This design comes from an exercise in tuning for small area on the open sky130 flow, not from production work.
Where RTL was checked, it was by simulation tests only, not by an equivalence proof against the original.
The RTL of run 2 was laid out without a check of its function.
The clock port is modelled as an ideal driver; clocking choices that lean on that would not hold on a real chip.
Power figures rest on the tool's default switching activity, not on a simulated workload.

==> flow/design.v <==
module counter
#(parameter xLen = 64)
(input  clk,
 input  start,
 input  reset,
 input  [xLen-1 : 0] init_val,
 input  init,
 input  return_current_count,
 output [xLen-1 : 0] current_count,
 output [xLen-1 : 0] debug_out,
 output count_valid,
 output count_valid_fsm
 );
reg [xLen-1 : 0] cnt;
reg [xLen-1 : 0] held;
reg return_current_count_reg;
reg init_reg;
reg start_reg;
reg count_valid_fsm_reg;
reg cv_on;
reg [1:0] cv_ph;
reg [1:0] state, next_state;
localparam idle                = 2'b00;
localparam init_state          = 2'b01;
localparam count               = 2'b10;
localparam current_count_state = 2'b11;
wire [xLen-1:0] carry;
wire cin = (state == count);
wire gc0 = cin;
wire ga0 = &cnt[7:0];
wire gc1 = gc0 & ga0;
assign carry[0] = gc0;
assign carry[1] = carry[0] & cnt[0];
assign carry[2] = carry[1] & cnt[1];
assign carry[3] = carry[2] & cnt[2];
assign carry[4] = carry[3] & cnt[3];
assign carry[5] = carry[4] & cnt[4];
assign carry[6] = carry[5] & cnt[5];
assign carry[7] = carry[6] & cnt[6];
wire ga1 = &cnt[15:8];
wire gc2 = gc1 & ga1;
assign carry[8] = gc1;
assign carry[9] = carry[8] & cnt[8];
assign carry[10] = carry[9] & cnt[9];
assign carry[11] = carry[10] & cnt[10];
assign carry[12] = carry[11] & cnt[11];
assign carry[13] = carry[12] & cnt[12];
assign carry[14] = carry[13] & cnt[13];
assign carry[15] = carry[14] & cnt[14];
wire ga2 = &cnt[23:16];
wire gc3 = gc2 & ga2;
assign carry[16] = gc2;
assign carry[17] = carry[16] & cnt[16];
assign carry[18] = carry[17] & cnt[17];
assign carry[19] = carry[18] & cnt[18];
assign carry[20] = carry[19] & cnt[19];
assign carry[21] = carry[20] & cnt[20];
assign carry[22] = carry[21] & cnt[21];
assign carry[23] = carry[22] & cnt[22];
wire ga3 = &cnt[31:24];
wire gc4 = gc3 & ga3;
assign carry[24] = gc3;
assign carry[25] = carry[24] & cnt[24];
assign carry[26] = carry[25] & cnt[25];
assign carry[27] = carry[26] & cnt[26];
assign carry[28] = carry[27] & cnt[27];
assign carry[29] = carry[28] & cnt[28];
assign carry[30] = carry[29] & cnt[29];
assign carry[31] = carry[30] & cnt[30];
wire ga4 = &cnt[39:32];
wire gc5 = gc4 & ga4;
assign carry[32] = gc4;
assign carry[33] = carry[32] & cnt[32];
assign carry[34] = carry[33] & cnt[33];
assign carry[35] = carry[34] & cnt[34];
assign carry[36] = carry[35] & cnt[35];
assign carry[37] = carry[36] & cnt[36];
assign carry[38] = carry[37] & cnt[37];
assign carry[39] = carry[38] & cnt[38];
wire ga5 = &cnt[47:40];
wire gc6 = gc5 & ga5;
assign carry[40] = gc5;
assign carry[41] = carry[40] & cnt[40];
assign carry[42] = carry[41] & cnt[41];
assign carry[43] = carry[42] & cnt[42];
assign carry[44] = carry[43] & cnt[43];
assign carry[45] = carry[44] & cnt[44];
assign carry[46] = carry[45] & cnt[45];
assign carry[47] = carry[46] & cnt[46];
wire ga6 = &cnt[55:48];
wire gc7 = gc6 & ga6;
assign carry[48] = gc6;
assign carry[49] = carry[48] & cnt[48];
assign carry[50] = carry[49] & cnt[49];
assign carry[51] = carry[50] & cnt[50];
assign carry[52] = carry[51] & cnt[51];
assign carry[53] = carry[52] & cnt[52];
assign carry[54] = carry[53] & cnt[53];
assign carry[55] = carry[54] & cnt[54];
wire ga7 = &cnt[63:56];
wire gc8 = gc7 & ga7;
assign carry[56] = gc7;
assign carry[57] = carry[56] & cnt[56];
assign carry[58] = carry[57] & cnt[57];
assign carry[59] = carry[58] & cnt[58];
assign carry[60] = carry[59] & cnt[59];
assign carry[61] = carry[60] & cnt[60];
assign carry[62] = carry[61] & cnt[61];
assign carry[63] = carry[62] & cnt[62];
wire capture = (state == idle) && init && !start_reg;
assign current_count = held;
assign count_valid = cv_on;
assign count_valid_fsm = count_valid_fsm_reg;
always @(*) begin
    next_state = state;
    case (state)
        idle                : if (start_reg) next_state = count;
                              else if (init_reg) next_state = init_state;
        count               : if (return_current_count_reg) next_state = current_count_state;
        current_count_state : next_state = count;
        init_state          : next_state = idle;
    endcase
end
wire cv_start = (state == count) && return_current_count_reg;
wire cv_free = cv_on ? (cv_ph == 2'b11) : (cv_ph == 2'b00);
always @(posedge clk, posedge reset) begin
    if (reset) state <= idle;
    else state <= next_state;
end
always @(posedge clk) begin
    if (reset) begin
        init_reg <= 1'b0;
        start_reg <= 1'b0;
        count_valid_fsm_reg <= 1'b0;
        cv_on <= 1'b0;
        cv_ph <= 2'b00;
    end else begin
        if (state == idle) begin
            if (init) init_reg <= 1'b1; else start_reg <= start;
        end
        if (state == init_state) init_reg <= 1'b0;
        count_valid_fsm_reg <= (state == current_count_state);
        if (cv_free) begin
            cv_on <= 1'b0;
            cv_ph <= {1'b0, cv_start};
        end else begin
            cv_on <= 1'b1;
            cv_ph <= cv_on ? cv_ph + 1'b1 : 2'b00;
        end
    end
end
always @(posedge clk)
    return_current_count_reg <= (state == count) && return_current_count;
wire take_init = capture && !reset;
wire take_sum = !capture && !reset;
wire [xLen-1:0] cnt_next;
wire held_load = state[0] && !reset;
wire held_keep = !state[0] && !reset;
wire [xLen-1:0] held_next;
genvar bi;
generate for (bi = 0; bi < xLen; bi = bi + 1) begin : g_bit
    and_or u_next (.a(init_val[bi]), .sa(take_init), .b(cnt[bi] ^ carry[bi]), .sb(take_sum), .y(cnt_next[bi]));
    and_or u_held (.a(cnt[bi]), .sa(held_load), .b(held[bi]), .sb(held_keep), .y(held_next[bi]));
    and_or u_out (.a(cnt[bi]), .sa(state[1]), .b(held[bi]), .sb(!state[1]), .y(debug_out[bi]));
end endgenerate
always @(posedge clk)
    cnt <= cnt_next;
always @(posedge clk)
    held <= held_next;
endmodule
module and_or(input a, input sa, input b, input sb, output y);
    assign y = (a & sa) | (b & sb);
endmodule
==> flow/flow/run.sh <==
#!/bin/bash
# Standard ORFS layout with the smallest buffer on the ports, a small clock
# tree (clkbuf_4, no dummy loads), and the slowest leaf clock buffers
# upsized after CTS.
export BUFFER_PORTS_ARGS="-buffer_cell sky130_fd_sc_hd__buf_1"
export CTS_ARGS="-sink_clustering_enable -repair_clock_nets -dont_use_dummy_load -buf_list sky130_fd_sc_hd__clkbuf_4 -sink_clustering_size 30 -sink_clustering_max_diameter 60"
export POST_CTS_TCL="$PWD/flow/post_cts.tcl"
export CLK_SLEW_SWAP=0.108
bash standard.sh > standard.log 2>&1
==> flow/flow/post_cts.tcl <==
set_propagated_clock [all_clocks]
estimate_parasitics -placement
set swapped 0
foreach inst [get_cells clkbuf_*] {
  if {[get_property $inst ref_name] ne "sky130_fd_sc_hd__clkbuf_4"} { continue }
  set out [get_pins -of_objects $inst -filter "direction==output"]
  set worst 0.0
  foreach pin [get_pins -of_objects [get_nets -of_objects $out] -filter "direction==input"] {
    if {[get_property $pin lib_pin_name] ne "CLK"} { continue }
    foreach a {max min} { foreach e {rise fall} {
      set s [get_property $pin slew_${a}_$e]
      if {[string is double -strict $s] && $s > $worst} { set worst $s }
    } }
  }
  puts "post_cts: [get_full_name $inst] worst clock-pin slew $worst"
  if {$worst > $::env(CLK_SLEW_SWAP)} {
    replace_cell $inst sky130_fd_sc_hd__clkbuf_8
    incr swapped
  }
}
puts "post_cts: swapped $swapped leaf clock buffers"
if {$swapped} {
  detailed_placement
  check_placement -verbose
}
==> flow/standard.sh <==
#!/bin/bash
# synth_recipe.tcl (not shown) runs the flow's synth.tcl, then flattens the netlist and writes it again
# the make line also repeats each setting of config.mk as NAME=value (left out here)
make -C /OpenROAD-flow-scripts/flow DESIGN_CONFIG=/design/flow/config.mk WORK_HOME=/design/flow/orfs CLKGATE_MAP_FILE= SYNTH_SCRIPT=/design/flow/synth_recipe.tcl "${@:-finish}"
==> flow/config.mk <==
export PLATFORM = sky130hd
export DESIGN_NAME = counter
export DESIGN_NICKNAME = counter
export VERILOG_FILES = /design/flow/design.v
export SDC_FILE = /design/flow/constraint.sdc
export NUM_CORES = 4
export LEC_CHECK = 0
export CAP_MARGIN = 20
export CORE_MARGIN = 2
export CORE_UTILIZATION = 40
export SLEW_MARGIN = 20
export SYNTH_HIERARCHICAL = 1
export SYNTH_MINIMUM_KEEP_SIZE = 0
==> flow/constraint.sdc <==
create_clock -name core_clock -period 4.0 [get_ports {clk}]
set_input_delay 0.8000 -clock core_clock [delete_from_list [all_inputs] [get_ports {clk}]]
set_output_delay 0.8000 -clock core_clock [all_outputs]
set_load 0.01 [all_outputs]
==> impl_results.rst, run 1 <==
.. list-table::
   :header-rows: 1

   * - Metric
     - Value
   * - Core region area
     - 13800 µm²
   * - Result of the run
     - timing/DRC/antenna clean
   * - Synth async-reset ratio
     - 0.0146
   * - Antenna viol nets, final
     - 0
   * - Post-layout net count
     - 802
   * - Max Cap Viol
     - 0
   * - Reg2Reg Launch Point
     - cnt[12]
   * - Number of cells produced by synthesis
     - 454
   * - Part of the cycle the worst path needs
     - 0.782
   * - Most instantiated library cell after synthesis
     - sky130_fd_sc_hd__a22o_1
   * - Setup TNS
     - 0 ps
   * - Family of cells with the greatest summed delay on the critical path
     - simple AND/OR/NAND/NOR gates
   * - Top cells by instance count after synthesis
     - sky130_fd_sc_hd__a22o_1, sky130_fd_sc_hd__dfxtp_1, sky130_fd_sc_hd__ha_1
   * - Number of global-route vias before repair
     - 4558
   * - Rows
     - 43
   * - Routed wire length per instance
     - 18.8 µm
   * - Fill cell total of the finished layout
     - 1348
   * - Clock insertion delay at the later pin of the skew report
     - 540 ps
   * - DRC violation count after routing
     - 0
   * - Initial cell density of the core
     - 0.405
   * - Layout-stage area growth over the synthesis result
     - 21.6%
   * - Pin count of the biggest net entering global routing
     - 70
   * - Worst setup path startpoint
     - cnt[12]
   * - Final setup vio count
     - 0
   * - Worst clock skew
     - 35.9 ps
   * - Worst min-delay path class
     - in2async
   * - Count of pins over their slew limit
     - 0
   * - Total non-filler cell area in the finished layout
     - 6790 µm²
   * - Total buffers and inverters traversed by the critical path
     - 0
   * - Largest registers
     - cnt (64), held (64)
   * - Data required time at the worst endpoint
     - 4420 ps
   * - Global-route wire length before repair
     - 24200 µm
   * - Post-synth top flop
     - sky130_fd_sc_hd__dfxtp_1
   * - Count of different cell masters after synthesis
     - 27
   * - Number of enable flip-flop cells after synthesis
     - 0
   * - Post-detailed-placement cell area
     - 6650 µm²
   * - Worst path setup slack after routing
     - 874 ps
   * - Data arrival, critical path
     - 3540 ps
   * - Overall die area
     - 14900 µm²
   * - Standby leakage power
     - 2.89 nW
   * - Startpoint class of the critical path
     - register
   * - Via/cell ratio
     - 5.72
   * - Final routed wirelength across all metal layers
     - 16100 µm
   * - Number of hold violations in the final report
     - 0
   * - Total number of vias
     - 4882
   * - Setup Crit Path Kind
     - reg2reg
   * - Total power consumption of the routed design
     - 0.00329 W
   * - Antenna violations before repair
     - 1
   * - Die outline height
     - 122 µm
   * - Warning count from the yosys run
     - 7
   * - Cell with the largest stage delay on the worst path
     - sky130_fd_sc_hd__or4_1
   * - Netlist area before placement
     - 5580 µm²
   * - Placer congestion estimate
     - 0.815
   * - Footprint of the flip-flops and latches
     - 2750 µm²
   * - TritonCTS clock tree
     - built
   * - Clk sink count
     - 137
   * - Total area of multi-input combinational cells
     - 2820 µm²
   * - Worst slew slack as a fraction of its limit
     - 0.361
   * - Synth area leader
     - sky130_fd_sc_hd__dfxtp_1
   * - Peak Freq
     - 320 MHz
   * - Share of the synthesized area in the top cell type
     - 0.484
   * - Post-placement setup slack
     - 832 ps
   * - Clock-pin slew reported for the worst setup and hold paths after clock tree synthesis
     - 110 ps
   * - Number of nets produced by synthesis
     - 581
   * - Share of synthesized area occupied by flip-flops and latches
     - 0.493
   * - Largest driver fanout on the critical path
     - 5
   * - Detailed placement HPWL
     - 10600 µm
   * - Post-Syn Area per Cell
     - 12.3 µm²
   * - Cells traversed along the worst timing path
     - nand4_1 -> or4_1 -> nor4_1 -> ha_1 -> ha_1 -> ha_1 -> ha_1 -> ha_1 -> ha_1 -> ha_1 -> a22o_1
   * - DR iter-0 viols
     - 325
   * - GR Overflow Total
     - 0
   * - GRT Overall Usage
     - 0.211
   * - Slew at the pin closest to its max-slew limit
     - 956 ps
   * - Share of final-layout standard cells stronger than drive strength 1
     - 0.0505
   * - Most Frequent Cell on Critical Path
     - sky130_fd_sc_hd__ha_1
   * - Die boundary width
     - 122 µm
   * - DR pass1 iterations
     - 6
   * - Worst-case vdd ir drop
     - 0.197 mV
   * - Power per unit of standard cell area
     - 485 nW/µm²
   * - Max stage delay on crit path
     - 660 ps
   * - Dominant cells by area after synthesis
     - sky130_fd_sc_hd__dfxtp_1, sky130_fd_sc_hd__a22o_1, sky130_fd_sc_hd__ha_1
   * - Setup repair after global routing missed its margin
     - false
   * - Number of flip-flops and latches in the synthesized netlist
     - 137
   * - Final critical-path required period
     - 3130 ps
   * - IO Count
     - 199
   * - IO buf count
     - 198
   * - Critical path endpoint category
     - register
## worst paths after layout
| kind | end | slack (ps) | depth (start not counted) |
|---|---|---|---|
| setup / recovery | cnt[54] | 870 | 11 |
| hold reg to reg | cv_ph[1] | 470 | 1 |
| setup reg to reg | cnt[54] | 870 | 11 |
| max in group asynchronous | state[1] | 3440 | 2 |
| hold / removal | state[0] | 410 | 2 |
| min in group core_clock | return_current_count_reg | 450 | 2 |
## cell type report
| type | instances | area share |
|---|---|---|
| clock buffer | 17 | 0.0206 |
| tap | 180 | 0.0332 |
| timing repair buffer | 205 | 0.121 |
| antenna | 1 | 0.000368 |
| sequential | 137 | 0.405 |
| multi-input combinational | 307 | 0.416 |
| inverter | 7 | 0.00387 |
## worst reg2reg max path: stages (launching register included)
cell and delay, ps:
sky130_fd_sc_hd__dfxtp_1 400, sky130_fd_sc_hd__nand4_1 160, sky130_fd_sc_hd__or4_1 660, sky130_fd_sc_hd__nor4_1 430, sky130_fd_sc_hd__ha_1 220, sky130_fd_sc_hd__ha_1 150, sky130_fd_sc_hd__ha_1 150, sky130_fd_sc_hd__ha_1 140
sky130_fd_sc_hd__ha_1 140, sky130_fd_sc_hd__ha_1 140, sky130_fd_sc_hd__ha_1 220, sky130_fd_sc_hd__a22o_1 190
## logic make-up after synthesis
family / share of synthesized area
AOI/OAI and AO/OA: 0.306
DFF: 0.493
adders and majority gates: 0.130
and+or+nand+nor: 0.0464
buffers and inverters: 0.00807
xor gates and xnor gates: 0.0126
muxes: 0.00381
## modules after synthesis, one instance, submodules excluded
module,cells,copies in the design
and_or,1,192
counter,262,1
## routing by layer
metal	wire length, µm	global-route usage
met5	0	0
met4	252	0.0898
met3	996	0.0595
met2	7570	0.330
met1	7250	0.274
## report_power, final
part / switching [W] / internal, W
sequential: 0.000155 / 0.00151
combinational: 0.000634 / 0.000344
clock: 0.000433 / 0.000215
total: 0.00122 / 0.00207
## through the flow
step	instances	hold WS [ps]	utilization
2_1_floorplan	454	442	-
3_3_place_gp	836	463	0.483
3_5_place_dp	836	459	0.483
5_1_grt	854	380	0.493
6_report	854	412	0.493
## layout by cell type (no fill, tap or decap)
cell / synthesis / routed
sky130_fd_sc_hd__dfrtp_2: 0 / 1
sky130_fd_sc_hd__nor3_1: 5 / 5
sky130_fd_sc_hd__buf_12: 0 / 2
sky130_fd_sc_hd__buf_4: 0 / 5
sky130_fd_sc_hd__a21oi_1: 1 / 1
sky130_fd_sc_hd__a221oi_1: 1 / 1
sky130_fd_sc_hd__nor2_1: 8 / 5
sky130_fd_sc_hd__nor2b_1: 1 / 1
sky130_fd_sc_hd__a31oi_1: 1 / 1
sky130_fd_sc_hd__inv_1: 5 / 5
sky130_fd_sc_hd__buf_1: 0 / 198
sky130_fd_sc_hd__a21o_1: 1 / 1
sky130_fd_sc_hd__xor2_1: 8 / 8
sky130_fd_sc_hd__nand4_1: 14 / 14
sky130_fd_sc_hd__nor3b_1: 3 / 3
sky130_fd_sc_hd__nor4bb_1: 1 / 1
sky130_fd_sc_hd__a22o_1: 192 / 192
sky130_fd_sc_hd__or4_4: 1 / 1
sky130_fd_sc_hd__nor4_1: 4 / 3
sky130_fd_sc_hd__mux2_2: 1 / 1
sky130_fd_sc_hd__dfxtp_1: 135 / 135
sky130_fd_sc_hd__nand2b_1: 1 / 1
sky130_fd_sc_hd__or4_1: 3 / 3
sky130_fd_sc_hd__nor4_4: 0 / 1
sky130_fd_sc_hd__ha_1: 58 / 58
sky130_fd_sc_hd__dfrtp_1: 2 / 1
sky130_fd_sc_hd__diode_2: 0 / 1
sky130_fd_sc_hd__mux2i_1: 1 / 1
sky130_fd_sc_hd__nor2_4: 0 / 3
sky130_fd_sc_hd__inv_2: 2 / 2
sky130_fd_sc_hd__clkbuf_4: 0 / 15
sky130_fd_sc_hd__and2_1: 1 / 1
sky130_fd_sc_hd__clkbuf_8: 0 / 2
sky130_fd_sc_hd__or2_2: 1 / 1
==> run 2, diff against run 1 <==
==> flow/design.v (replaced) <==
module counter
#(parameter xLen = 64)
(input  clk,
 input  start,
 input  reset,
 input  [xLen-1 : 0] init_val,
 input  init,
 input  return_current_count,
 output [xLen-1 : 0] current_count,
 output [xLen-1 : 0] debug_out,
 output count_valid,
 output count_valid_fsm
 );
reg [xLen-1 : 0] cnt;
reg [xLen-1 : 0] held;
reg return_current_count_reg;
reg init_reg;
reg start_reg;
reg count_valid_fsm_reg;
reg cv_on;
reg [1:0] cv_ph;
reg [1:0] state, next_state;
localparam idle                = 2'b00;
localparam init_state          = 2'b01;
localparam count               = 2'b10;
localparam current_count_state = 2'b11;
localparam GROUP = 16;
wire [xLen-1:0] carry;
wire [xLen/GROUP:0] gc;
assign gc[0] = (state == count);
genvar gi, gj;
generate for (gi = 0; gi < xLen/GROUP; gi = gi + 1) begin : g_grp
    assign gc[gi+1] = gc[gi] & (&cnt[gi*GROUP +: GROUP]);
    assign carry[gi*GROUP] = gc[gi];
    for (gj = 1; gj < GROUP; gj = gj + 1) begin : g_rip
        assign carry[gi*GROUP+gj] = carry[gi*GROUP+gj-1] & cnt[gi*GROUP+gj-1];
    end
end endgenerate
wire capture = (state == idle) && init && !start_reg;
assign current_count = held;
assign count_valid = cv_on;
assign count_valid_fsm = count_valid_fsm_reg;
always @(*) begin
    next_state = state;
    case (state)
        idle                : if (start_reg) next_state = count;
                              else if (init_reg) next_state = init_state;
        count               : if (return_current_count_reg) next_state = current_count_state;
        current_count_state : next_state = count;
        init_state          : next_state = idle;
    endcase
end
wire cv_start = (state == count) && return_current_count_reg;
wire cv_free = cv_on ? (cv_ph == 2'b11) : (cv_ph == 2'b00);
always @(posedge clk, posedge reset) begin
    if (reset) state <= idle;
    else state <= next_state;
end
always @(posedge clk) begin
    if (reset) begin
        init_reg <= 1'b0;
        start_reg <= 1'b0;
        count_valid_fsm_reg <= 1'b0;
        cv_on <= 1'b0;
        cv_ph <= 2'b00;
    end else begin
        if (state == idle) begin
            if (init) init_reg <= 1'b1; else start_reg <= start;
        end
        if (state == init_state) init_reg <= 1'b0;
        count_valid_fsm_reg <= (state == current_count_state);
        if (cv_free) begin
            cv_on <= 1'b0;
            cv_ph <= {1'b0, cv_start};
        end else begin
            cv_on <= 1'b1;
            cv_ph <= cv_on ? cv_ph + 1'b1 : 2'b00;
        end
    end
end
always @(posedge clk)
    return_current_count_reg <= (state == count) && return_current_count;
wire take_init = capture && !reset;
wire take_sum = !capture && !reset;
wire [xLen-1:0] cnt_next;
wire held_load = state[0] && !reset;
wire held_keep = !state[0] && !reset;
wire [xLen-1:0] held_next;
genvar bi;
generate for (bi = 0; bi < xLen; bi = bi + 1) begin : g_bit
    and_or u_next (.a(init_val[bi]), .sa(take_init), .b(cnt[bi] ^ carry[bi]), .sb(take_sum), .y(cnt_next[bi]));
    and_or u_held (.a(cnt[bi]), .sa(held_load), .b(held[bi]), .sb(held_keep), .y(held_next[bi]));
    and_or u_out (.a(cnt[bi]), .sa(state[1]), .b(held[bi]), .sb(!state[1]), .y(debug_out[bi]));
end endgenerate
always @(posedge clk)
    cnt <= cnt_next;
always @(posedge clk)
    held <= held_next;
endmodule
module and_or(input a, input sa, input b, input sb, output y);
    assign y = (a & sa) | (b & sb);
endmodule
==> impl_results.rst, run 2 <==
.. list-table::
   :header-rows: 1

   * - Metric
     - Value
   * - Result of the run
     - timing/DRC/antenna clean
   * - Largest driver fanout on the critical path
     - 2
   * - Most Frequent Cell on Critical Path
     - sky130_fd_sc_hd__ha_4
   * - Data arrival, critical path
     - 4270 ps
   * - DRC violation count after routing
     - 0
   * - Cells traversed along the worst timing path
     - nand4_1 -> or4_4 -> nor4_4 -> ha_2 -> ha_4 -> ha_4 -> ha_4 -> ha_4 -> ha_4 -> ha_2 -> ha_2 -> ha_1 -> ha_2 -> ha_2 -> ha_4 -> ha_4 -> ha_4 -> ha_2 -> a22o_1
   * - Area fraction in compound gates after synthesis
     - 0.308
   * - Total buffers and inverters traversed by the critical path
     - 0
   * - Largest registers
     - cnt (64), held (64)
   * - Combinational family with the most area after synthesis
     - compound AO/OA/AOI/OAI gates
   * - Dominant cells by area after synthesis
     - sky130_fd_sc_hd__dfxtp_1, sky130_fd_sc_hd__a22o_1, sky130_fd_sc_hd__ha_1
   * - Count of non-filler cells in the finished layout
     - 887
   * - DR pass1 iterations
     - 4
   * - Synth async-reset ratio
     - 0.0146
   * - Share of synthesized area occupied by flip-flops and latches
     - 0.497
   * - Standby leakage power
     - 3.09 nW
   * - DRT met1 WL
     - 7080 µm
   * - Data required time at the worst endpoint
     - 4410 ps
   * - Post-synthesis share of cell area spent on and, or, nand and nor gates
     - 0.0395
   * - Max Cap Viol
     - 0
   * - Slew at the pin closest to its max-slew limit
     - 765 ps
   * - Critical path endpoint category
     - register
   * - Pin count of the biggest net entering global routing
     - 71
   * - GR Overflow Total
     - 0
   * - Cell with the largest stage delay on the worst path
     - sky130_fd_sc_hd__or4_4
   * - Antenna violations before repair
     - 1
   * - GRT Overall Usage
     - 0.205
   * - Number of enable flip-flop cells after synthesis
     - 0
   * - Clock-pin slew reported for the worst setup and hold paths after clock tree synthesis
     - 90 ps
   * - Sum of met3 wire segment lengths after detailed routing
     - 996 µm
   * - Number of global-route vias before repair
     - 4625
   * - Post-synthesis share of cell area spent on xor and xnor gates
     - 0.00632
   * - Part of the cycle the worst path needs
     - 0.966
   * - Leading cell types in the layout, fill and taps excluded
     - sky130_fd_sc_hd__buf_1, sky130_fd_sc_hd__a22o_1, sky130_fd_sc_hd__dfxtp_1, sky130_fd_sc_hd__buf_4, sky130_fd_sc_hd__ha_1
   * - Die outline height
     - 122 µm
   * - IO buf count
     - 198
   * - Met2 wire len
     - 6760 µm
   * - Top cells by instance count after synthesis
     - sky130_fd_sc_hd__a22o_1, sky130_fd_sc_hd__dfxtp_1, sky130_fd_sc_hd__ha_1
   * - Global-route wire length before repair
     - 23800 µm
   * - Final setup vio count
     - 0
   * - Number of cells produced by synthesis
     - 445
   * - Antenna viol nets, final
     - 0
   * - Reg2Reg Launch Point
     - cnt[47]
   * - Initial cell density of the core
     - 0.404
   * - IO Count
     - 199
   * - Number of flip-flops and latches in the synthesized netlist
     - 137
   * - Post-Syn Area per Cell
     - 12.5 µm²
   * - Post-synthesis mux area share
     - 0.00384
   * - Placer congestion estimate
     - 0.758
   * - Power per unit of standard cell area
     - 465 nW/µm²
   * - Core region area
     - 13700 µm²
   * - Post-Synth Adder-Cell Area
     - 0.140
   * - Synth area leader
     - sky130_fd_sc_hd__dfxtp_1
   * - DR iter-0 viols
     - 307
   * - Final routed wirelength across all metal layers
     - 15100 µm
   * - Worst path setup slack after routing
     - 135 ps
   * - Routed wire length per instance
     - 17.1 µm
   * - Worst slew slack as a fraction of its limit
     - 0.490
   * - Via/cell ratio
     - 5.52
   * - Detailed placement HPWL
     - 10500 µm
   * - Worst clock skew
     - 33.3 ps
   * - Layout-stage area growth over the synthesis result
     - 31.7%
   * - Post-placement setup slack
     - 48.4 ps
   * - Count of pins over their slew limit
     - 0
   * - Netlist area before placement
     - 5540 µm²
   * - Total power consumption of the routed design
     - 0.00340 W
   * - Share of the synthesized area in the top cell type
     - 0.488
   * - TritonCTS clock tree
     - built
   * - Post-layout net count
     - 839
   * - Peak Freq
     - 259 MHz
   * - Clock insertion delay at the later pin of the skew report
     - 540 ps
   * - Worst min-delay path class
     - in2async
   * - Dpl cells
     - 864
   * - Final critical-path required period
     - 3860 ps
   * - Length in cells of the worst reg-to-reg path
     - 19
   * - Max stage delay on crit path
     - 580 ps
   * - Total number of vias
     - 4895
   * - RR Endpoint
     - cnt[62]
   * - Clk sink count
     - 137
   * - Number of nets produced by synthesis
     - 576
   * - Startpoint class of the critical path
     - register
   * - Worst R2R Setup Slack
     - 140 ps
   * - Count of different cell masters after synthesis
     - 28
   * - Setup Crit Path Kind
     - reg2reg
   * - Warning count from the yosys run
     - 7
   * - Rows
     - 43
   * - Number of hold violations in the final report
     - 0
   * - Post-synth top flop
     - sky130_fd_sc_hd__dfxtp_1
   * - Die boundary width
     - 122 µm
   * - Share of final-layout standard cells stronger than drive strength 1
     - 0.170
   * - Most common library cell in the layout ignoring fill and taps
     - sky130_fd_sc_hd__buf_1
   * - Overall die area
     - 14800 µm²
   * - Family of cells with the greatest summed delay on the critical path
     - adder cells
   * - Most instantiated library cell after synthesis
     - sky130_fd_sc_hd__a22o_1
   * - Worst-case vdd ir drop
     - 0.266 mV
   * - Top Metal Used
     - met4
run 2: area by class of cell:
cell class                 instances  area [µm²]
antenna                            1        2.50
sequential                       137        2780
fill                            1296        6420
tap                              180         225
timing repair buffer             246        1130
multi-input combinational        300        2980
clock buffer                      17         159
inverter                           6        22.5
run 2: how the worst max path moves through the flow:
| stage | cells after the start | endpoint | startpoint |
|---|---|---|---|
| 2_1_floorplan | 20 | cnt[63] | state[1] |
| 3_3_place_gp | 19 | cnt[62] | cnt[28] |
| 5_1_grt | 19 | cnt[62] | cnt[34] |
| 3_5_place_dp | 19 | cnt[62] | cnt[26] |
| 6_report | 19 | cnt[62] | cnt[47] |
run 2: worst reg2reg max path: stages, from the launching register on:
cell and delay, ps:
sky130_fd_sc_hd__dfxtp_2 350, sky130_fd_sc_hd__nand4_1 90, sky130_fd_sc_hd__or4_4 580, sky130_fd_sc_hd__nor4_4 220
sky130_fd_sc_hd__ha_2 230, sky130_fd_sc_hd__ha_4 140, sky130_fd_sc_hd__ha_4 130, sky130_fd_sc_hd__ha_4 130
sky130_fd_sc_hd__ha_4 130, sky130_fd_sc_hd__ha_4 110, sky130_fd_sc_hd__ha_2 160, sky130_fd_sc_hd__ha_2 160
sky130_fd_sc_hd__ha_1 140, sky130_fd_sc_hd__ha_2 170, sky130_fd_sc_hd__ha_2 180, sky130_fd_sc_hd__ha_4 130
sky130_fd_sc_hd__ha_4 120, sky130_fd_sc_hd__ha_4 110, sky130_fd_sc_hd__ha_2 260, sky130_fd_sc_hd__a22o_1 190
run 2: logic make-up after synthesis:
group	Yosys count
flip-flops	137
AO/OA/AOI/OAI	196
multiplexers	2
buffers and inverters	8
XOR/XNOR	4
adder cells (fa/ha/maj)	62
AND/OR/NAND/NOR	36
run 2: Yosys stat by module (local to each module, per instance):
| module | copies in the design | cell area [µm²] | flops+latches | cells |
|---|---|---|---|---|
| and_or | 192 | 8.76 | 0 | 1 |
| counter | 1 | 3860 | 137 | 253 |
run 2: metrics by stage:
stage / area, µm² / util / hold slack, ps / setup TNS (ps)
finish: 7300 / 0.532 / 420 / 0
global route: 7300 / 0.532 / 401 / -6.71
detailed placement: 6940 / 0.506 / 458 / 0
global placement: 6940 / 0.506 / 454 / 0
floorplan: 5600 / - / 442 / 0
run 2: per-layer routing:
metal	up-vias	global-route usage
li1	2364	-
met2	181	0.316
met5	-	0
met4	0	0.0790
met3	21	0.0581
met1	2329	0.273
run 2: power by group:
part	internal, W	switching, W
Sequential	0.00152	0.000114
Clock	0.000246	0.000422
Combinational	0.000431	0.000665
==> run 3, diff against run 2 <==
--- a/flow/design.v
+++ b/flow/design.v
@@ -24,7 +24,7 @@
 localparam init_state          = 2'b01;
 localparam count               = 2'b10;
 localparam current_count_state = 2'b11;
-localparam GROUP = 16;
+localparam GROUP = 8;
 wire [xLen-1:0] carry;
 wire [xLen/GROUP:0] gc;
 assign gc[0] = (state == count);
==> impl_results.rst, run 3 <==
.. list-table::
   :header-rows: 1

   * - Metric
     - Value
   * - Layout-stage area growth over the synthesis result
     - 21.6%
   * - Warning count from the yosys run
     - 7
   * - Routed wire length per instance
     - 18.8 µm
   * - Clock power frac
     - 0.197
   * - Length in cells of the worst reg-to-reg path
     - 11
   * - Pin count of the biggest net entering global routing
     - 70
   * - Worst setup path startpoint
     - cnt[12]
   * - Share of final-layout standard cells stronger than drive strength 1
     - 0.0505
   * - Top cells by instance count after synthesis
     - sky130_fd_sc_hd__a22o_1, sky130_fd_sc_hd__dfxtp_1, sky130_fd_sc_hd__ha_1
   * - Cell internal power dissipation
     - 0.00207 W
   * - Startpoint class of the critical path
     - register
   * - Largest registers
     - cnt (64), held (64)
   * - Most common library cell in the layout ignoring fill and taps
     - sky130_fd_sc_hd__buf_1
   * - Sequential power share
     - 0.506
   * - Final routed wirelength across all metal layers
     - 16100 µm
   * - Peak Freq
     - 320 MHz
   * - GR Overflow Total
     - 0
   * - Critical path endpoint category
     - register
   * - Count of non-filler cells in the finished layout
     - 854
   * - Dominant cells by area after synthesis
     - sky130_fd_sc_hd__dfxtp_1, sky130_fd_sc_hd__a22o_1, sky130_fd_sc_hd__ha_1
   * - Post-layout net count
     - 802
   * - Antenna violations before repair
     - 1
   * - Clock-pin slew reported for the worst setup and hold paths after clock tree synthesis
     - 110 ps
   * - Count of different cell masters after synthesis
     - 27
   * - Largest driver fanout on the critical path
     - 5
   * - Die outline height
     - 122 µm
   * - Clock insertion delay at the later pin of the skew report
     - 540 ps
   * - Worst-case vdd ir drop
     - 0.197 mV
   * - Worst clock skew
     - 35.9 ps
   * - Slew at the pin closest to its max-slew limit
     - 956 ps
   * - Rows
     - 43
   * - Total number of vias
     - 4882
   * - Leading cell types in the layout, fill and taps excluded
     - sky130_fd_sc_hd__buf_1, sky130_fd_sc_hd__a22o_1, sky130_fd_sc_hd__dfxtp_1, sky130_fd_sc_hd__ha_1, sky130_fd_sc_hd__clkbuf_4
   * - Share of the synthesized area in the top cell type
     - 0.484
   * - Max Cap Viol
     - 0
   * - Dpl cells
     - 836
   * - Placer congestion estimate
     - 0.815
   * - Reported net switching power
     - 0.00122 W
   * - Post-synthesis mux area share
     - 0.00381
   * - Switching share of power
     - 0.371
   * - Synth async-reset ratio
     - 0.0146
   * - Result of the run
     - timing/DRC/antenna clean
   * - Synth area leader
     - sky130_fd_sc_hd__dfxtp_1
   * - Area fraction in compound gates after synthesis
     - 0.306
   * - Final critical-path required period
     - 3130 ps
   * - Data arrival, critical path
     - 3540 ps
   * - Number of flip-flops and latches in the synthesized netlist
     - 137
   * - Setup repair after global routing missed its margin
     - false
   * - IO Count
     - 199
   * - Overall die area
     - 14900 µm²
   * - Combinational family with the most area after synthesis
     - compound AO/OA/AOI/OAI gates
   * - Reg2Reg Launch Point
     - cnt[12]
   * - Part of the power in combinational logic
     - 0.297
   * - Setup Crit Path Kind
     - reg2reg
   * - DR iter-0 viols
     - 325
   * - GRT Overall Usage
     - 0.211
   * - IO buf count
     - 198
   * - TritonCTS clock tree
     - built
   * - Endpoint of the worst setup timing path
     - cnt[54]
   * - Netlist area before placement
     - 5580 µm²
   * - Power per unit of standard cell area
     - 485 nW/µm²
   * - Post-Synth Adder-Cell Area
     - 0.130
   * - Worst min-delay path class
     - in2async
   * - Number of enable flip-flop cells after synthesis
     - 0
   * - Setup TNS
     - 0 ps
   * - Initial cell density of the core
     - 0.405
   * - Post-synthesis share of cell area spent on xor and xnor gates
     - 0.0126
   * - Utilization of the core after routing
     - 0.493
   * - DR pass1 iterations
     - 6
   * - Post-Syn Area per Cell
     - 12.3 µm²
   * - Most instantiated library cell after synthesis
     - sky130_fd_sc_hd__a22o_1
   * - Via/cell ratio
     - 5.72
   * - RR Endpoint
     - cnt[54]
   * - Share of synthesized area occupied by flip-flops and latches
     - 0.493
   * - Data required time at the worst endpoint
     - 4420 ps
   * - Number of cells produced by synthesis
     - 454
   * - Number of global-route vias before repair
     - 4558
   * - Worst R2R Setup Slack
     - 870 ps
   * - Global-route wire length before repair
     - 24200 µm
   * - Number of nets produced by synthesis
     - 581
   * - Die boundary width
     - 122 µm
   * - Clk sink count
     - 137
   * - DRC violation count after routing
     - 0
   * - Number of hold violations in the final report
     - 0
   * - Final setup vio count
     - 0
   * - Standby leakage power
     - 2.89 nW
   * - Part of the cycle the worst path needs
     - 0.782
   * - Antenna viol nets, final
     - 0
   * - Core region area
     - 13800 µm²
   * - Detailed placement HPWL
     - 10600 µm
   * - Count of pins over their slew limit
     - 0
   * - Post-synthesis share of cell area spent on and, or, nand and nor gates
     - 0.0464
   * - Worst slew slack as a fraction of its limit
     - 0.361
   * - Post-synth top flop
     - sky130_fd_sc_hd__dfxtp_1
-- run 3: per-module statistics from Yosys (local to each module, per instance) --
module / times used / cells inside
counter: 1 / 262
and_or: 192 / 1
-- run 3: final cells by class --
type                       count  area [µm²]
multi-input combinational    307        2820
timing repair buffer         205         821
tap                          180         225
sequential                   137        2750
inverter                       7        26.3
clock buffer                  17         140
fill                        1348        6980
antenna                        1        2.50
-- run 3: logic make-up after synthesis --
kind of cell / Yosys count
adders and majority gates: 58
buffers and inverters: 10
DFF: 137
and+or+nand+nor: 43
AOI/OAI and AO/OA: 196
muxes: 2
xor gates and xnor gates: 8
-- run 3: how the worst min path moves through the flow --
stage | slack [ps] | start | endpoint | depth (start not counted)
detailed placement | 460 | init_reg | init_reg | 2
floorplan | 440 | init_reg | init_reg | 2
global route | 380 | reset | state[0] | 2
global placement | 460 | init_reg | init_reg | 2
finish | 410 | reset | state[0] | 2
-- run 3: critical path: stages, from the launching register on --
cell	delay, ps
sky130_fd_sc_hd__dfxtp_1	400
sky130_fd_sc_hd__nand4_1	160
sky130_fd_sc_hd__or4_1	660
sky130_fd_sc_hd__nor4_1	430
sky130_fd_sc_hd__ha_1	220
sky130_fd_sc_hd__ha_1	150
sky130_fd_sc_hd__ha_1	150
sky130_fd_sc_hd__ha_1	140
sky130_fd_sc_hd__ha_1	140
sky130_fd_sc_hd__ha_1	140
sky130_fd_sc_hd__ha_1	220
sky130_fd_sc_hd__a22o_1	190
-- run 3: per-layer routing --
layer	wire [µm]	track usage	part of all wire
met1	7250	0.274	0.45
met2	7570	0.330	0.47
met3	996	0.0595	0.062
met4	252	0.0898	0.016
met5	0	0	0
-- run 3: power groups by stage --
stage / Sequential [W] / Combinational (W) / Clock [W]
floorplan: 0.00173 / 0.000536 / 0
global placement: 0.00169 / 0.000967 / 0
detailed placement: 0.00170 / 0.000972 / 0
global route: 0.00169 / 0.00107 / 0.000728
finish: 0.00167 / 0.000979 / 0.000648
-- run 3: stage by stage --
stage	hold slack [ps]	area, µm²	setup WS (ps)	total power, W
after floorplan	442	5600	199	0.00226
after global routing	380	6790	626	0.00349
final	412	6790	874	0.00329
after global placement	463	6650	922	0.00265
after detailed placement	459	6650	832	0.00267
==> run 4, diff against run 3 <==
--- a/flow/design.v
+++ b/flow/design.v
@@ -52,7 +52,7 @@
 end
 wire cv_start = (state == count) && return_current_count_reg;
 wire cv_free = cv_on ? (cv_ph == 2'b11) : (cv_ph == 2'b00);
-always @(posedge clk, posedge reset) begin
+always @(posedge clk) begin
     if (reset) state <= idle;
     else state <= next_state;
 end
==> impl_results.rst, run 4 <==
.. list-table::
   :header-rows: 1

   * - Metric
     - Value
   * - Result of the run
     - timing/DRC/antenna clean
   * - GRT Overall Usage
     - 0.213
   * - Post-layout net count
     - 801
   * - Rows
     - 43
   * - Worst clock skew
     - 31.3 ps
   * - Startpoint class of the critical path
     - register
   * - Peak Freq
     - 330 MHz
   * - Antenna viol nets, final
     - 0
   * - Most common library cell in the layout ignoring fill and taps
     - sky130_fd_sc_hd__buf_1
   * - Post-synthesis mux area share
     - 0.00382
   * - Routed wire length per instance
     - 18.6 µm
   * - Number of nets produced by synthesis
     - 581
   * - Total inserted antenna cells
     - 0
   * - Warning count from the yosys run
     - 7
   * - Number of global-route vias before repair
     - 4644
   * - DRC violation count after routing
     - 0
   * - Most instantiated library cell after synthesis
     - sky130_fd_sc_hd__a22o_1
   * - Final routed wirelength across all metal layers
     - 15900 µm
   * - Length in cells of the worst reg-to-reg path
     - 11
   * - Slew at the pin closest to its max-slew limit
     - 838 ps
   * - Footprint of the flip-flops and latches
     - 2740 µm²
   * - Setup TNS
     - 0 ps
   * - Fill cell total of the finished layout
     - 1324
   * - Switching share of power
     - 0.283
   * - IO buf count
     - 198
   * - Worst setup path startpoint
     - cnt[10]
   * - Worst R2R Setup Slack
     - 970 ps
   * - Combinational family with the most area after synthesis
     - compound AO/OA/AOI/OAI gates
   * - Initial cell density of the core
     - 0.406
   * - Number of cells produced by synthesis
     - 454
   * - Post-Synth Adder-Cell Area
     - 0.130
   * - Leading cell types in the layout, fill and taps excluded
     - sky130_fd_sc_hd__buf_1, sky130_fd_sc_hd__a22o_1, sky130_fd_sc_hd__dfxtp_1, sky130_fd_sc_hd__ha_1, sky130_fd_sc_hd__clkbuf_4
   * - Share of final-layout standard cells stronger than drive strength 1
     - 0.0491
   * - Post-synth top flop
     - sky130_fd_sc_hd__dfxtp_1
   * - Via/cell ratio
     - 5.71
   * - Post-detailed-placement cell area
     - 6640 µm²
   * - Area fraction in compound gates after synthesis
     - 0.306
   * - TritonCTS clock tree
     - built
   * - Part of the cycle the worst path needs
     - 0.757
   * - Worst-case vdd ir drop
     - 0.182 mV
   * - Pin count of the biggest net entering global routing
     - 71
   * - Critical path endpoint category
     - register
   * - Power per unit of standard cell area
     - 366 nW/µm²
   * - Reg2Reg Launch Point
     - cnt[10]
   * - Endpoint of the worst setup timing path
     - cnt[54]
   * - Synth area leader
     - sky130_fd_sc_hd__dfxtp_1
   * - Standby leakage power
     - 2.87 nW
   * - Largest driver fanout on the critical path
     - 5
   * - Cell internal power dissipation
     - 0.00178 W
   * - Overall die area
     - 14900 µm²
   * - Placer congestion estimate
     - 0.791
   * - Post-synthesis share of cell area spent on and, or, nand and nor gates
     - 0.0474
   * - Die outline height
     - 122 µm
   * - Count of pins over their slew limit
     - 0
   * - Worst min-delay path class
     - in2reg
   * - RR Endpoint
     - cnt[54]
   * - Largest registers
     - cnt (64), held (64)
   * - Global-route wire length before repair
     - 24500 µm
   * - Data required time at the worst endpoint
     - 4430 ps
   * - Total non-filler cell area in the finished layout
     - 6780 µm²
   * - Setup Crit Path Kind
     - reg2reg
   * - DR pass1 iterations
     - 5
   * - Number of hold violations in the final report
     - 0
   * - Post-Syn Area per Cell
     - 12.3 µm²
   * - Top cells by instance count after synthesis
     - sky130_fd_sc_hd__a22o_1, sky130_fd_sc_hd__dfxtp_1, sky130_fd_sc_hd__ha_1
   * - Number of flip-flops and latches in the synthesized netlist
     - 137
   * - Setup repair after global routing missed its margin
     - false
   * - Post-synthesis share of cell area spent on xor and xnor gates
     - 0.0126
   * - Synth async-reset ratio
     - 0
   * - Antenna violations before repair
     - 0
   * - GR Overflow Total
     - 0
   * - IO Count
     - 199
   * - Netlist area before placement
     - 5570 µm²
   * - Total area of multi-input combinational cells
     - 2830 µm²
   * - DR iter-0 viols
     - 392
   * - Final critical-path required period
     - 3030 ps
   * - Clock power frac
     - 0.261
   * - Layout-stage area growth over the synthesis result
     - 21.7%
   * - Clock-pin slew reported for the worst setup and hold paths after clock tree synthesis
     - 90 ps
   * - Reported net switching power
     - 0.000701 W
   * - Part of the power in combinational logic
     - 0.130
   * - Share of the synthesized area in the top cell type
     - 0.492
   * - Sequential power share
     - 0.609
   * - Clock insertion delay at the later pin of the skew report
     - 550 ps
   * - Max Cap Viol
     - 0
   * - Total number of vias
     - 4864
   * - Detailed placement HPWL
     - 10400 µm
   * - Final setup vio count
     - 0
   * - Worst slew slack as a fraction of its limit
     - 0.440
   * - Dominant cells by area after synthesis
     - sky130_fd_sc_hd__dfxtp_1, sky130_fd_sc_hd__a22o_1, sky130_fd_sc_hd__ha_1
   * - Die boundary width
     - 122 µm
   * - Number of enable flip-flop cells after synthesis
     - 0
   * - Core region area
     - 13700 µm²
   * - Clk sink count
     - 137
   * - Count of different cell masters after synthesis
     - 25
   * - Data arrival, critical path
     - 3460 ps
   * - Share of synthesized area occupied by flip-flops and latches
     - 0.492
## run 4: cell count changes after synthesis, sizes merged
cell | previous run | this run
a21oi | 1 | 2
a21o | 1 | 0
dfxtp | 135 | 137
nor3 | 5 | 6
inv | 7 | 6
dfrtp | 2 | 0
## run 4: power by group through the flow
stage,clock [W],sequential [W],combinational [W]
after global routing,0.000721,0.00152,0.000354
final,0.000647,0.00151,0.000323
after detailed placement,0,0.00154,0.000324
after global placement,0,0.00154,0.000319
after floorplan,0,0.00154,0.000183
## run 4: per-stage QoR
stage,cells,setup WS (ps),utilization,power [W],hold WS (ps)
6_report,852,971,0.494,0.00248,451
3_3_place_gp,835,1060,0.484,0.00186,455
2_1_floorplan,454,146,-,0.00172,442
5_1_grt,852,707,0.494,0.00260,434
3_5_place_dp,835,948,0.484,0.00187,472
## run 4: logic make-up (layout without fill, tap and decap cells)
| logic type | after synthesis | after routing |
|---|---|---|
| AOI/OAI and AO/OA | 196 | 196 |
| DFF | 137 | 137 |
| adders and majority gates | 58 | 58 |
| and+or+nand+nor | 44 | 44 |
| buffers and inverters | 9 | 227 |
| xor gates and xnor gates | 8 | 8 |
| muxes | 2 | 2 |
## run 4: worst min path at each step
stage	from	to	cells after the start
finish	return_current_count	return_current_count_reg	2
floorplan	init_reg	init_reg	2
global route	init_val[32]	cnt[32]	2
detailed placement	init_reg	init_reg	2
global placement	init_reg	init_reg	2
## run 4: area by class of cell
type / instances / area share
inverter: 6 / 0.00332
clock buffer: 17 / 0.0207
sequential: 137 / 0.405
multi-input combinational: 308 / 0.417
timing repair buffer: 204 / 0.122
tap: 180 / 0.0332
## run 4: per-module statistics from Yosys, one instance, submodules excluded
module | cell area, µm² | copies in the design | flip-flops and latches
counter | 3890 | 1 | 137
and_or | 8.76 | 192 | 0
## run 4: metal layers
| layer | wire [µm] | up-vias | global-route usage |
|---|---|---|---|
| li1 | - | 2320 | - |
| met3 | 908 | 25 | 0.0478 |
| met2 | 7590 | 166 | 0.350 |
| met1 | 7040 | 2353 | 0.269 |
| met5 | 0 | - | 0 |
| met4 | 318 | 0 | 0.0891 |
## run 4: worst max-delay path, cell delays in order, from the launching register on
cell and delay (ps):
sky130_fd_sc_hd__dfxtp_1 410, sky130_fd_sc_hd__nand4_1 130, sky130_fd_sc_hd__or4_1 690, sky130_fd_sc_hd__nor4_1 360
sky130_fd_sc_hd__ha_1 210, sky130_fd_sc_hd__ha_1 150, sky130_fd_sc_hd__ha_1 150, sky130_fd_sc_hd__ha_1 140
sky130_fd_sc_hd__ha_1 140, sky130_fd_sc_hd__ha_1 140, sky130_fd_sc_hd__ha_1 220, sky130_fd_sc_hd__a22o_1 190

separate check: timing with driven ports:
Ports are ideal in the flow. The routed layouts listed here were re-timed in OpenROAD. Step 1, drivers: a clkbuf_16 drives clk and a buf_2 each remaining input, both assumed. Step 2 moves the port delays by t, midway between the first and last clock arrival at a register: inputs arrive t later, outputs are due t later. That takes back most of the time a late clock gives input paths. Slacks: ideal ports / drivers / drivers and shift; pairs: ideal ports / drivers.
run	t (ns)	setup WS [ns]	hold slack, ns	worst data-port slew with drivers (ns)
run 1	0.558	0.874 / 0.873 / 0.873	0.412 / 0.403 / 0.471	0.06
run 2	0.560	0.135 / 0.135 / 0.135	0.420 / 0.410 / 0.479	0.06
run 3	0.558	0.874 / 0.873 / 0.873	0.412 / 0.403 / 0.471	0.06
run 4	0.570	0.971 / 0.971 / 0.971	0.451 / 0.440 / 0.477	0.06
After both steps setup and hold are still met in every run listed.
